From an optimization exercise on the open Yosys and OpenROAD flow, aimed at small area; shortcuts taken in it are not production practice.
Only simulation tests tie the RTL to the original design; equivalence was not proved.
No activity file was given, so power comes from the tool's default toggle rates.

--- flow/nf.script ---
strash
&get -n
&st
&dch -f
&nf -R 2000 -C 32 -F 8
&put
--- standard.sh ---
#!/bin/bash
# synth_recipe.tcl (not shown) runs the flow's synth.tcl, then flattens the netlist and writes it again
# the make line also repeats each setting of config.mk as NAME=value (left out here)
make -C /OpenROAD-flow-scripts/flow DESIGN_CONFIG=/design/flow/config.mk WORK_HOME=/design/flow/orfs CLKGATE_MAP_FILE= SYNTH_SCRIPT=/design/flow/synth_recipe.tcl "${@:-finish}"
--- config.mk ---
export PLATFORM = sky130hd
export DESIGN_NAME = MMU
export DESIGN_NICKNAME = MMU
export VERILOG_FILES = /design/flow/design.v
export SDC_FILE = /design/flow/constraint.sdc
export NUM_CORES = 4
export LEC_CHECK = 0
export CAP_MARGIN = 5
export CELL_PAD_IN_SITES_DETAIL_PLACEMENT = 1
export CORE_MARGIN = 2
export CORE_UTILIZATION = 40
export PLACE_DENSITY = 0.45
export SLEW_MARGIN = 5
--- constraint.sdc ---
create_clock -name core_clock -period 6.0 [get_ports {clock}]
set_input_delay 1.2000 -clock core_clock [delete_from_list [all_inputs] [get_ports {clock}]]
set_output_delay 1.2000 -clock core_clock [all_outputs]
set_load 0.01 [all_outputs]
--- flow/run.sh ---
#!/bin/bash
# The standard layout (standard.sh) with three changes:
#  - synthesis: synth_recipe.tcl unchanged, except that abc maps with flow/nf.script (&nf);
#  - port buffers: the smallest buffer (buf_1) on every input and output port;
#  - clock tree: no dummy loads, clkbuf_8 buffers, larger sink clusters.
set -euo pipefail
W=$PWD
cat flow/abc_override.tcl synth_recipe.tcl > my_synth.tcl
sed "s#SYNTH_SCRIPT=[^ ]*#SYNTH_SCRIPT=$W/my_synth.tcl#" standard.sh > my_standard.sh
grep -q "SYNTH_SCRIPT=$W/my_synth.tcl" my_standard.sh
export FLOW_ABC_SCRIPT=$W/flow/nf.script
export BUFFER_PORTS_ARGS="-buffer_cell sky130_fd_sc_hd__buf_1"
export CTS_ARGS="-sink_clustering_enable -repair_clock_nets -dont_use_dummy_load -buf_list sky130_fd_sc_hd__clkbuf_8 -sink_clustering_size 20 -sink_clustering_max_diameter 60"
bash my_standard.sh > standard.log 2>&1
--- design.v ---
module MMU(
  input         clock,
  input         reset,
  output        io_mmu_req_ready,
  input         io_mmu_req_valid,
  input  [63:0] io_mmu_req_bits_addr,
  input  [63:0] io_mmu_req_bits_PTBR,
  input  [1:0]  io_mmu_req_bits_source,
  input         io_mmu_rsp_ready,
  output        io_mmu_rsp_valid,
  output [63:0] io_mmu_rsp_bits_addr,
  output [1:0]  io_mmu_rsp_bits_source,
  input         io_mem_req_ready,
  output        io_mem_req_valid,
  output [63:0] io_mem_req_bits_addr,
  output [2:0]  io_mem_req_bits_source,
  output        io_mem_rsp_ready,
  input         io_mem_rsp_valid,
  input  [63:0] io_mem_rsp_bits_data,
  input  [2:0]  io_mem_rsp_bits_source
);
  function [1:0] rr_pick;
    input [3:0] v;
    input [1:0] lg;
    begin
      if (v[1] && lg < 2'd1)      rr_pick = 2'd1;
      else if (v[2] && lg < 2'd2) rr_pick = 2'd2;
      else if (v[3] && lg < 2'd3) rr_pick = 2'd3;
      else if (v[0])              rr_pick = 2'd0;
      else if (v[1])              rr_pick = 2'd1;
      else if (v[2])              rr_pick = 2'd2;
      else                        rr_pick = 2'd3;
    end
  endfunction
  function [1:0] first_set;
    input [3:0] v;
    begin
      if (v[0])      first_set = 2'd0;
      else if (v[1]) first_set = 2'd1;
      else if (v[2]) first_set = 2'd2;
      else           first_set = 2'd3;
    end
  endfunction
  reg        q1_full, q2_full, q3_full, q4_full;      
  reg [1:0]  q1_src, q3_src, q4_src;                 
  reg        pcq_full, llq_full, pcr_full, llr_full;  
  reg [1:0]  pcq_src, llq_src;
  reg [1:0]  r_src;                                   
  reg        pcq_lvl;                                 
  reg [7:0]  fst;                                     
  reg [3:0]  flv;                                     
  reg [7:0]  fsrc;
  reg [7:0]  lst;                                     
  reg [7:0]  lsrc;
  reg [1:0]  fl_mlg, ll_mlg, ll_rlg;                  
  reg [175:0] s_ppn;    
  reg [79:0]  s_vlo;    
  reg [27:0]  s_vhi;    
  wire [3:0] fl_idle, fl_req, fl_wait, fl_ll;
  wire [3:0] ll_idle, ll_req, ll_wait, ll_rsp;
  wire [3:0] fl_hit, ll_hit;
  genvar g;
  generate
    for (g = 0; g < 4; g = g + 1) begin : dec
      assign fl_idle[g] = fst[2*g +: 2] == 2'd0;
      assign fl_req[g]  = fst[2*g +: 2] == 2'd1;
      assign fl_wait[g] = fst[2*g +: 2] == 2'd2;
      assign fl_ll[g]   = fst[2*g +: 2] == 2'd3;
      assign ll_idle[g] = lst[2*g +: 2] == 2'd0;
      assign ll_req[g]  = lst[2*g +: 2] == 2'd1;
      assign ll_wait[g] = lst[2*g +: 2] == 2'd2;
      assign ll_rsp[g]  = lst[2*g +: 2] == 2'd3;
      assign fl_hit[g]  = fl_wait[g] && fsrc[2*g +: 2] == r_src;
      assign ll_hit[g]  = ll_wait[g] && lsrc[2*g +: 2] == r_src;
    end
  endgenerate
  wire req_fire = io_mmu_req_valid & ~q1_full;
  wire q1_deq   = q1_full;              
  wire q2_deq   = q2_full;              
  wire [1:0] fl_enq = first_set(fl_idle);
  wire [1:0] fl_mch   = rr_pick(fl_req, fl_mlg);
  wire       fl_mfire = (|fl_req) & ~pcq_full;
  wire       pcr_deq  = pcr_full;       
  wire [1:0] fl_lch   = first_set(fl_ll);
  wire       fl_lfire = |fl_ll;         
  wire [1:0] ll_enq   = first_set(ll_idle);
  wire [1:0] ll_mch   = rr_pick(ll_req, ll_mlg);
  wire       ll_mfire = (|ll_req) & ~llq_full;
  wire       llr_deq  = llr_full;
  wire [1:0] ll_rch   = rr_pick(ll_rsp, ll_rlg);
  wire       ll_rfire = (|ll_rsp) & ~q3_full;
  wire q3_deq = q3_full & ~q4_full;
  wire q4_deq = q4_full & io_mmu_rsp_ready;
  wire llq_deq  = llq_full & io_mem_req_ready;
  wire pcq_deq  = pcq_full & ~llq_full & io_mem_req_ready;
  wire rsp_hi   = io_mem_rsp_bits_source[2];
  wire pcr_enq  = io_mem_rsp_valid & rsp_hi & ~pcr_full;
  wire llr_enq  = io_mem_rsp_valid & ~rsp_hi & ~llr_full;
  integer i;
  always @(posedge clock) begin
    if (reset) q1_full <= 1'b0; else if (req_fire) q1_full <= 1'b1; else if (q1_deq) q1_full <= 1'b0;
    if (reset) q2_full <= 1'b0; else if (q1_deq) q2_full <= 1'b1; else if (q2_deq) q2_full <= 1'b0;
    if (reset) q3_full <= 1'b0; else if (ll_rfire) q3_full <= 1'b1; else if (q3_deq) q3_full <= 1'b0;
    if (reset) q4_full <= 1'b0; else if (q3_deq) q4_full <= 1'b1; else if (q4_deq) q4_full <= 1'b0;
    if (reset) pcq_full <= 1'b0; else if (fl_mfire) pcq_full <= 1'b1; else if (pcq_deq) pcq_full <= 1'b0;
    if (reset) llq_full <= 1'b0; else if (ll_mfire) llq_full <= 1'b1; else if (llq_deq) llq_full <= 1'b0;
    if (reset) pcr_full <= 1'b0; else if (pcr_enq) pcr_full <= 1'b1; else if (pcr_deq) pcr_full <= 1'b0;
    if (reset) llr_full <= 1'b0; else if (llr_enq) llr_full <= 1'b1; else if (llr_deq) llr_full <= 1'b0;
    if (req_fire) q1_src <= io_mmu_req_bits_source;
    if (ll_rfire) q3_src <= lsrc[2*ll_rch +: 2];
    if (q3_deq) q4_src <= q3_src;
    if (fl_mfire) begin
      pcq_src <= fsrc[2*fl_mch +: 2];
      pcq_lvl <= flv[fl_mch];
    end
    if (ll_mfire) llq_src <= lsrc[2*ll_mch +: 2];
    if (pcr_enq | llr_enq) r_src <= io_mem_rsp_bits_source[1:0];
    if (reset) fl_mlg <= 2'd0; else if (fl_mfire) fl_mlg <= fl_mch;
    if (reset) ll_mlg <= 2'd0; else if (ll_mfire) ll_mlg <= ll_mch;
    if (reset) ll_rlg <= 2'd0; else if (ll_rfire) ll_rlg <= ll_rch;
    for (i = 0; i < 4; i = i + 1) begin
      if (reset) begin
        fst[2*i +: 2] <= 2'd0;
        lst[2*i +: 2] <= 2'd0;
      end else begin
        if (q2_deq && fl_enq == i) fst[2*i +: 2] <= 2'd1;
        if (fl_mfire && fl_mch == i) fst[2*i +: 2] <= 2'd2;
        if (pcr_deq && fl_hit[i]) fst[2*i +: 2] <= flv[i] ? 2'd1 : 2'd3;
        if (fl_lfire && fl_lch == i) fst[2*i +: 2] <= 2'd0;
        if (fl_lfire && ll_enq == i) lst[2*i +: 2] <= 2'd1;
        if (ll_mfire && ll_mch == i) lst[2*i +: 2] <= 2'd2;
        if (llr_deq && ll_hit[i]) lst[2*i +: 2] <= 2'd3;
        if (ll_rfire && ll_rch == i) lst[2*i +: 2] <= 2'd0;
      end
      if (q2_deq && fl_enq == i) begin
        flv[i] <= 1'b1;
        fsrc[2*i +: 2] <= q1_src;
      end else if (pcr_deq && fl_hit[i]) begin
        flv[i] <= 1'b0;
      end
      if (fl_lfire && ll_enq == i) lsrc[2*i +: 2] <= fsrc[2*fl_lch +: 2];
    end
  end
  wire rsp_fire = io_mem_rsp_valid & (rsp_hi ? ~pcr_full : ~llr_full);
  wire [43:0] req_ppn = io_mmu_req_bits_PTBR[43:0];
  wire [19:0] req_vlo = io_mmu_req_bits_addr[31:12];
  wire [6:0]  req_vhi = io_mmu_req_bits_addr[38:32];
  wire [43:0] rsp_ppn = io_mem_rsp_bits_data[53:10];
  wire [19:0] rsp_vlo = {io_mem_rsp_bits_data[63:54], io_mem_rsp_bits_data[9:0]};
  generate
    for (g = 0; g < 4; g = g + 1) begin : slot
      wire wp = rsp_fire && io_mem_rsp_bits_source[1:0] == g;
      wire wv = wp & ~rsp_hi;
      wire wr = req_fire && io_mmu_req_bits_source == g && !wp;
      wire hp = ~(wr | wp);
      wire hv = ~(wr | wv);
      always @(posedge clock) begin
        s_ppn[44*g +: 44] <= ({44{wr}} & req_ppn) | ({44{wp}} & rsp_ppn) | ({44{hp}} & s_ppn[44*g +: 44]);
        s_vlo[20*g +: 20] <= ({20{wr}} & req_vlo) | ({20{wv}} & rsp_vlo) | ({20{hv}} & s_vlo[20*g +: 20]);
        if (wr) s_vhi[7*g +: 7] <= req_vhi;
      end
    end
  endgenerate
  integer k;
  wire [1:0]  m_src = llq_full ? llq_src : pcq_src;
  wire        lv0 = llq_full;
  wire        lv1 = ~llq_full & ~pcq_lvl;
  wire        lv2 = ~llq_full & pcq_lvl;
  reg  [43:0] m_ppn;
  reg  [8:0]  m_idx;
  reg  [26:0] vk;
  always @(*) begin
    m_ppn = 44'h0;
    m_idx = 9'h0;
    for (k = 0; k < 4; k = k + 1) begin
      vk = {s_vhi[7*k +: 7], s_vlo[20*k +: 20]};
      m_ppn = m_ppn | ({44{m_src == k}} & s_ppn[44*k +: 44]);
      m_idx = m_idx | ({9{m_src == k}} & (({9{lv0}} & vk[8:0]) | ({9{lv1}} & vk[17:9]) | ({9{lv2}} & vk[26:18])));
    end
  end
  assign io_mmu_req_ready       = ~q1_full;
  assign io_mmu_rsp_valid       = q4_full;
  assign io_mmu_rsp_bits_source = q4_src;
  reg [63:0] rsp_word;
  always @(*) begin
    rsp_word = 64'h0;
    for (k = 0; k < 4; k = k + 1)
      rsp_word = rsp_word | ({64{q4_src == k}} & {s_vlo[20*k + 10 +: 10], s_ppn[44*k +: 44], s_vlo[20*k +: 10]});
  end
  assign io_mmu_rsp_bits_addr   = rsp_word;
  assign io_mem_req_valid       = llq_full | pcq_full;
  assign io_mem_req_bits_addr   = {8'h0, m_ppn, m_idx, 3'h0};
  assign io_mem_req_bits_source = {~llq_full, m_src};
  assign io_mem_rsp_ready       = rsp_hi ? ~pcr_full : ~llr_full;
endmodule
--- flow/abc_override.tcl ---
# Map the logic with ABC's &nf area-oriented mapper (flow/nf.script) in place of the script
# ORFS passes to abc; everything else in the synthesis is the standard synthesis.
proc abc {args} {
  set i [lsearch -exact $args -script]
  if { $i >= 0 } { set args [lreplace $args $i [expr {$i + 1}] -script $::env(FLOW_ABC_SCRIPT)] }
  yosys abc {*}$args
}
==> impl_metrics.csv, run 1 <==
group,metric,value,unit
sta,setup_tns,0,ps
pwr,p_per_area,313,nW/µm²
route,vias,16000,
floorplan,fp.dieH,199,µm
setup_path,slowest_stage,"mux2i_1",
setup_path,startpoint_type,"register",
sta,fin_crit_sh,80.5,%
run_status,outcome,"timing/DRC/antenna clean",
cells_and_area,fin_nets,2166,
setup_path,crit_chain,"mux2i_1, clkinv_1, nor2_4, buf_4, a222oi_1, nand2_1, buf_1",
grt,grt_pass1_wl,95100,µm
placement,pre_cts_ws,1650,ps
floorplan,io-pin-count,340,
sta,fmax,207,MHz
sta,hold_viol_final,0,
placement,io_buffers,271,
route,dr.pass1.iters,12,
grt,grt_max_degree,64,
floorplan,core_area,37500,µm²
cells_and_area,drive_gt1_share,5.51,%
cells_and_area,fillCellCount,4434,
sta,skew,55.2,ps
synthesis,ys.flop_type,"dfxtp_1",
placement,placed_area,17300,µm²
sta,rsz0062_at_grt,"false",
setup_path,cp-end-kind,"output port",
cts,tritoncts,"built",
route,drtIter0Drc,2695,
cts,post_cts_buffers,0,
cts,htree_levels,2,
pwr,leakage,0.00672,µW
pwr,power.switching,1810,µW
synthesis,synth-edff-count,57,
synthesis,synth_commonest_cells,"412 x nand2_1, 323 x a222oi_1, 290 x dfxtp_1, 188 x clkinv_1, 85 x nor2_1",
setup_path,max_stage_delay,700,ps
cts,worstSkewPairLatency,620,ps
floorplan,num_rows,71,
sta,maxSlewViolCount,0,
min_path,hold_path.class,"reg -> reg",
run,drv_cap,0,
synthesis,yosys_warnings,1,
cts,postCtsHoldBufs,0,
synthesis,synthArstFlopShare,0,%
route,wl,63800,µm
placement,place.gp.congestion,0.821,
setup_path,worst-path-buf-inv,3,
route,ant_nets,0,
cts,cts_sinks,347,
synthesis,synth.distinct_cells,40,
pwr,peakVddDrop,0.000185,V
synthesis,yosysTopAreaCellShare,38.2,%
synthesis,yosys.cell_count.top_type,"nand2_1",
cts,cts.clk_slew.worst_paths,70,ps
cells_and_area,postLayoutCellArea,17800,µm²
pwr,finalPower,5570,µW
setup_path,cp.required,4800,ps
sta,setup_slack,1170,ps
pwr,p_clk_share,24.8,%
route,drc,0,
placement,place_hpwl,38400,µm
route,drt-vias-per-instance,6.47,
synthesis,ys_seq_elements,347,
synthesis,netlist_area,15200,µm²
setup_path,crit_family,"buffers and inverters",
cts,cts_root_buf,"clkbuf_8",
cts,cts_resized,0,
pwr,pwr-share-seq,54.8,%
grt,gr-usage-all-layers,31.4,%
sta,max_slew_margin,23.4,%
sta,worst_hold_slack,422,ps
pwr,cellInternalPower,3760,µW
setup_path,setup.worst_path.class,"reg -> out",
cts,cts_buffers,37,
setup_path,critPathMaxFanout,44,
floorplan,start_util,40.5,%
floorplan,dieWidth,199,µm
cells_and_area,syn_to_final_growth,17.2,%
cts,clock_path_buffers,3,
grt,grt_pass1_vias,16100,
setup_path,crit_arrival,3630,ps
floorplan,die-area,39500,µm²
grt,grt_antenna_before_repair,10,
sta,finalSetupViolCount,0,
synthesis,synth_area_leader_cell,"dfxtp_1",
pwr,netSwitchingFraction,32.5,%
route,wl_per_cell,25.7,µm
sta,post-route-min-period,4830,ps
synthesis,avgSynthCellArea,9.41,µm²
pwr,combinationalPowerShare,20.4,%
synthesis,synthTopCellsByArea,"dfxtp_1 38%, a222oi_1 21%, edfxtp_1 11%",
synthesis,synth_cells,1613,
grt,globalRouteOverflowTotal,0,
synthesis,ys_seq_area_share,49.5,%
sta,max_slew.worst_pin.slew,1150,ps
-- cell families after synthesis --
group           Yosys count  synth area share (%)
buf+inv                 199                  5.19
compound gates          471                  28.3
flops                   347                  49.5
simple gates            568                  15.1
mux                      11                 0.972
xor+xnor                 16                 0.923
other cells               1                0.0247
-- metal layers --
metal	track usage (%)	part of all wire [%]	up-vias
met4	13.5	3.4	12
met2	52.8	48	857
met3	6.97	10	157
met1	38.6	39	7924
met5	0	0.14	-
li1	-	-	7083
-- cells in the final DEF, fill, tap and decap left out, types with 3 or more instances in the layout --
cell       synthesis  layout
a2111oi_0          4       4
a211oi_1           4       4
a21o_1             3       3
a21oi_1           11      11
a221oi_1           3       3
a222oi_1         323     323
a22oi_1           83      83
a31oi_1            6       6
and2_0             5       4
buf_1              0     271
buf_4             11      41
clkbuf_8           0      37
clkinv_1         188     188
conb_1             1      11
dfxtp_1          290     289
diode_2            0       7
edfxtp_1          57      57
mux2i_1            8       8
mux4_2             3       3
nand2_1          412     412
nand2b_1           4       4
nand3_1            8       8
nor2_1            85      73
nor2_4             0      11
nor2b_1           16       9
nor2b_2            0       3
nor2b_4            0       4
nor3_1            18      14
nor4_1             8       8
o21ai_0           10      10
o22ai_1           11      11
o311a_1            4       4
or4_1              3       3
xor2_1            16      16
-- registers in the layout, summed over array words and instances, names as in the netlist, 2 cells and up --
| signal | cells |
|---|---|
| q4_src | 2 |
| s_vlo | 80 |
| fst | 8 |
| flv | 4 |
| pcq_src | 2 |
| ll_rlg | 2 |
| s_vhi | 28 |
| ll_mlg | 2 |
| r_src | 2 |
| q3_src | 2 |
| fl_mlg | 2 |
| llq_src | 2 |
| lsrc | 8 |
| fsrc | 8 |
| s_ppn | 176 |
| q1_src | 2 |
| lst | 8 |
-- stage by stage --
stage	instances	util, %
6_report	2479	47.5
5_1_grt	2476	47.5
4_1_cts	2472	47.4
3_5_place_dp	2435	46.1
3_3_place_gp	2435	46.1
2_1_floorplan	1623	-
-- power groups by stage --
| stage | clock network (µW) | registers [µW] | logic, µW |
|---|---|---|---|
| after global routing | 1500 | 3090 | 1260 |
| after floorplan | 0 | 3000 | 740 |
| after CTS | 1420 | 3040 | 1140 |
| final | 1380 | 3050 | 1140 |
| after detailed placement | 0 | 3090 | 1130 |
| after global placement | 0 | 3070 | 1090 |
-- final timing paths --
check | startpoint | end | slack, ps | depth (start not counted)
setup / recovery | llq_full | io_mem_req_bits_addr[37] | 1170 | 7
setup reg to reg | llr_full | s_ppn[167] | 2880 | 7
hold reg to reg | q3_src[1] | q4_src[1] | 420 | 0
hold / removal | q3_src[1] | q4_src[1] | 420 | 0
-- layout make-up --
cell class	count	area [µm²]	share of cell area, %
clock buffers	37	509	2.86
flip-flops and latches	347	7520	42.2
diodes	7	17.5	0.0984
multi-input cells	1077	7080	39.8
well taps	511	639	3.59
repair buffers	312	1330	7.44
inverters	188	706	3.96
-- worst register-to-register path, delay by kind of cell, from the launching register on --
kind | cells | cell delay [ps]
buffers and inverters | 2 | 530
DFF | 1 | 480
and+or+nand+nor | 3 | 1730
AOI/OAI and AO/OA | 1 | 150
muxes | 1 | 130
==> run 2, diff against run 1 <==
==> run.sh (new file) <==
#!/bin/bash
# synth_recipe.tcl (not shown) runs the flow's synth.tcl, then flattens the netlist and writes it again
# the make line also repeats each setting of config.mk as NAME=value (left out here)
make -C /OpenROAD-flow-scripts/flow DESIGN_CONFIG=/design/flow/config.mk WORK_HOME=/design/flow/orfs CLKGATE_MAP_FILE= SYNTH_SCRIPT=/design/flow/synth_recipe.tcl finish
--- a/config.mk
+++ b/config.mk
@@ -6,8 +6,11 @@
 export NUM_CORES = 4
 export LEC_CHECK = 0
+export ABC_AREA = 1
 export CAP_MARGIN = 5
-export CELL_PAD_IN_SITES_DETAIL_PLACEMENT = 1
 export CORE_MARGIN = 2
 export CORE_UTILIZATION = 40
+export CTS_BUF_LIST = sky130_fd_sc_hd__clkbuf_16
+export CTS_CLUSTER_DIAMETER = 100
+export CTS_CLUSTER_SIZE = 26
 export PLACE_DENSITY = 0.45
 export SLEW_MARGIN = 5
removed: flow/run.sh
removed: flow/abc_override.tcl
removed: flow/nf.script
removed: standard.sh
==> run 2 against run 1 <==
Compared with the run above:
- still clean
- sequential share of layout area is 6.4 points lower
- routed wire length increased by 9.4%
- final cell count rose by 35%
- count of clock-buffer cells in the layout decreased by 20
- total power up 3.5%
- utilization grew 1.3 points
- sequential power shrank 1%
- worst hold slack gained 11 ps
- via count up 14%
- die area increased by 14%
- non-clock buffer count decreased by 8
- largest cell class is now multi-input gates
==> impl_metrics.csv, run 2 <==
group,metric,value,unit
run_status,outcome,"timing/DRC/antenna clean",
sta,post-route-min-period,5060,ps
floorplan,num_rows,76,
route,ant_nets,0,
grt,globalRouteOverflowTotal,0,
sta,hold_viol_final,0,
route,drc,0,
route,wl_per_cell,20.9,µm
cells_and_area,top_regs,"s_ppn (176), s_vlo (80), s_vhi (28)",
grt,grt_pass1_vias,17000,
setup_path,crit_arrival,3860,ps
cells_and_area,largest_register_ffs,176,
synthesis,ys_seq_area_share,43.3,%
grt,grt_antenna_before_repair,12,
setup_path,cp-end-kind,"output port",
cts,cts.clk_slew.worst_paths,110,ps
cells_and_area,fin_nets,2936,
synthesis,yosysTopAreaCellShare,33.4,%
route,drt-vias-per-instance,5.48,
synthesis,synth-edff-count,57,
setup_path,max_stage_delay,620,ps
synthesis,netlist_area,17400,µm²
sta,setup_tns,0,ps
cells_and_area,mostFrequentLayoutCells,"1,168 x nand2_1, 290 x dfxtp_1, 274 x nand3_1",
route,vias,18300,
floorplan,io-pin-count,340,
synthesis,ys_seq_elements,347,
pwr,peakVddDrop,0.000191,V
pwr,leakage,0.00861,µW
grt,gr-usage-all-layers,30.3,%
cts,cts_root_buf,"clkbuf_16",
sta,skew,30.6,ps
placement,dp_cells,3299,
placement,place_hpwl,42800,µm
cts,cts_buffers,17,
route,drtIter0Drc,1894,
cells_and_area,final_cells,3336,
synthesis,yosys_warnings,1,
sta,max_slew.worst_pin.slew,1120,ps
cells_and_area,postLayoutCellArea,21000,µm²
floorplan,core_area,43000,µm²
synthesis,synth_cells,2544,
grt,grt_pass1_wl,104000,µm
cts,clock_path_buffers,3,
placement,place.gp.congestion,0.860,
run,drv_cap,0,
cells_and_area,fin_util,48.8,%
route,wl,69800,µm
synthesis,synth.distinct_cells,41,
placement,pre_cts_ws,1570,ps
synthesis,synth_commonest_cells,"1,168 x nand2_1, 290 x dfxtp_1, 274 x nand3_1, 162 x inv_1, 82 x nor2_1",
floorplan,dieWidth,212,µm
sta,maxSlewViolCount,0,
synthesis,yosys.cell_count.top_type,"nand2_1",
pwr,p_per_area,275,nW/µm²
floorplan,die-area,45100,µm²
placement,placed_area,20500,µm²
cts,worstSkewPairLatency,560,ps
cts,cts_sinks,347,
cells_and_area,final_common_cell,"nand2_1",
setup_path,slowest_stage,"inv_2",
setup_path,critPathMaxFanout,37,
setup_path,startpoint_type,"register",
sta,rsz0062_at_grt,"false",
cells_and_area,top_register,"s_ppn",
sta,setup_slack,944,ps
cts,tritoncts,"built",
sta,fmax,198,MHz
min_path,hold_path.class,"reg -> reg",
sta,max_slew_margin,25.0,%
floorplan,fp.dieH,212,µm
synthesis,synthArstFlopShare,0,%
cts,htree_levels,1,
cts,cts_resized,0,
setup_path,setup.worst_path.class,"reg -> out",
synthesis,ys.flop_type,"dfxtp_1",
grt,grt_max_degree,58,
setup_path,crit_chain,"inv_2, buf_4, or2_1, o21ai_2, inv_2, nand2_1, buf_4, inv_2, buf_4, nand2_1, o2111ai_1, clkdlybuf4s50_1",
synthesis,synthTopCellsByArea,"dfxtp_1 33%, nand2_1 25%, edfxtp_1 9.8%",
synthesis,avgSynthCellArea,6.83,µm²
cells_and_area,drive_gt1_share,3.32,%
floorplan,start_util,40.4,%
cts,post_cts_buffers,0,
synthesis,synth_area_leader_cell,"dfxtp_1",
placement,io_buffers,271,
sta,finalSetupViolCount,0,
cts,postCtsHoldBufs,0,
cells_and_area,syn_to_final_growth,20.6,%
route,dr.pass1.iters,6,
setup_path,cp.required,4800,ps
sta,fin_crit_sh,84.3,%
==> run 2: changes by cell type after synthesis, moves of 42 or more <==
cell / before / now
o2111ai_1: 0 / 64
a22oi_1: 83 / 2
o21ai_0: 10 / 64
nand3_1: 8 / 274
o211ai_1: 0 / 43
inv_1: 0 / 162
a222oi_1: 323 / 0
nand2_1: 412 / 1168
clkbuf_1: 0 / 42
nand4_1: 1 / 58
buf_2: 0 / 76
clkinv_1: 188 / 0
==> run 2: where the power goes <==
part / internal (µW) / switching (µW) / leakage, µW
clock network: 532 / 836 / 0.000273
registers: 2750 / 260 / 0.00294
logic: 637 / 750 / 0.00540
total: 3920 / 1850 / 0.00861
==> run 2: final cells by class <==
class,count,area [µm²]
timing repair buffer,304,3000
inverter,176,661
sequential,347,7520
clock buffer,17,425
antenna,7,17.5
clock inverter,13,62.6
fill,4318,22000
tap,585,732
multi-input combinational,1887,8550
==> run 2: kinds of logic after synthesis <==
| family | Yosys count | share of synthesized area [%] |
|---|---|---|
| other cells | 1 | 0.0216 |
| buf+inv | 320 | 8.02 |
| compound gates | 254 | 10.0 |
| simple gates | 1606 | 37.9 |
| xor+xnor | 16 | 0.806 |
| flops | 347 | 43.3 |
==> run 2: worst paths after layout <==
| kind | from | endpoint | slack [ps] | cells after the start |
|---|---|---|---|---|
| setup / recovery | llq_full | io_mem_req_bits_addr[12] | 940 | 12 |
| hold / removal | q3_src[0] | q4_src[0] | 430 | 0 |
| setup reg to reg | q1_full | s_vhi[19] | 3350 | 6 |
| hold reg to reg | q3_src[0] | q4_src[0] | 430 | 0 |
==> run 2: stage by stage <==
step	hold slack [ps]	power, µW
2_1_floorplan	400	3730
3_3_place_gp	408	4400
3_5_place_dp	408	4430
4_1_cts	434	5760
5_1_grt	437	6040
6_report	434	5770
==> run 2: metal layers <==
layer	track usage (%)	share of wire, %
met2	48.3	45
met5	0	0.083
met4	10.5	3.2
met1	42.1	43
met3	4.18	8.5
==> run 2: worst max-delay path, delay by kind of cell, from the launching register on <==
kind / cells / cell delay (ps)
AO/OA/AOI/OAI: 2 / 210
flip-flops: 1 / 330
AND/OR/NAND/NOR: 3 / 330
buffers and inverters: 7 / 2410

==> afterwards: timing with drivers on the ports <==
Ports are ideal in the flow. The routed layouts listed here were re-timed in OpenROAD. Step 1, drivers: a clkbuf_16 drives clock and a buf_2 each remaining input, both assumed. Step 2 adds t to the input delays and takes it off the output delays; t is the mean of the earliest and latest rising clock arrival at the registers after step 1. Input paths then give back, and output paths get back, about the clock's delay inside the block. Three values: no drivers, after step 1, after step 2; two values: the first two.
run | t, ns | slack for setup (ns) | hold slack, ns | latest minus earliest clock arrival (ns)
run 1 | 0.653 | 1.170 / 1.117 / 1.683 | 0.422 / 0.422 / 0.422 | 0.069 / 0.070
run 2 | 0.607 | 0.944 / 0.886 / 1.493 | 0.434 / 0.434 / 0.434 | 0.045 / 0.045
After both steps every run listed still meets setup and hold.
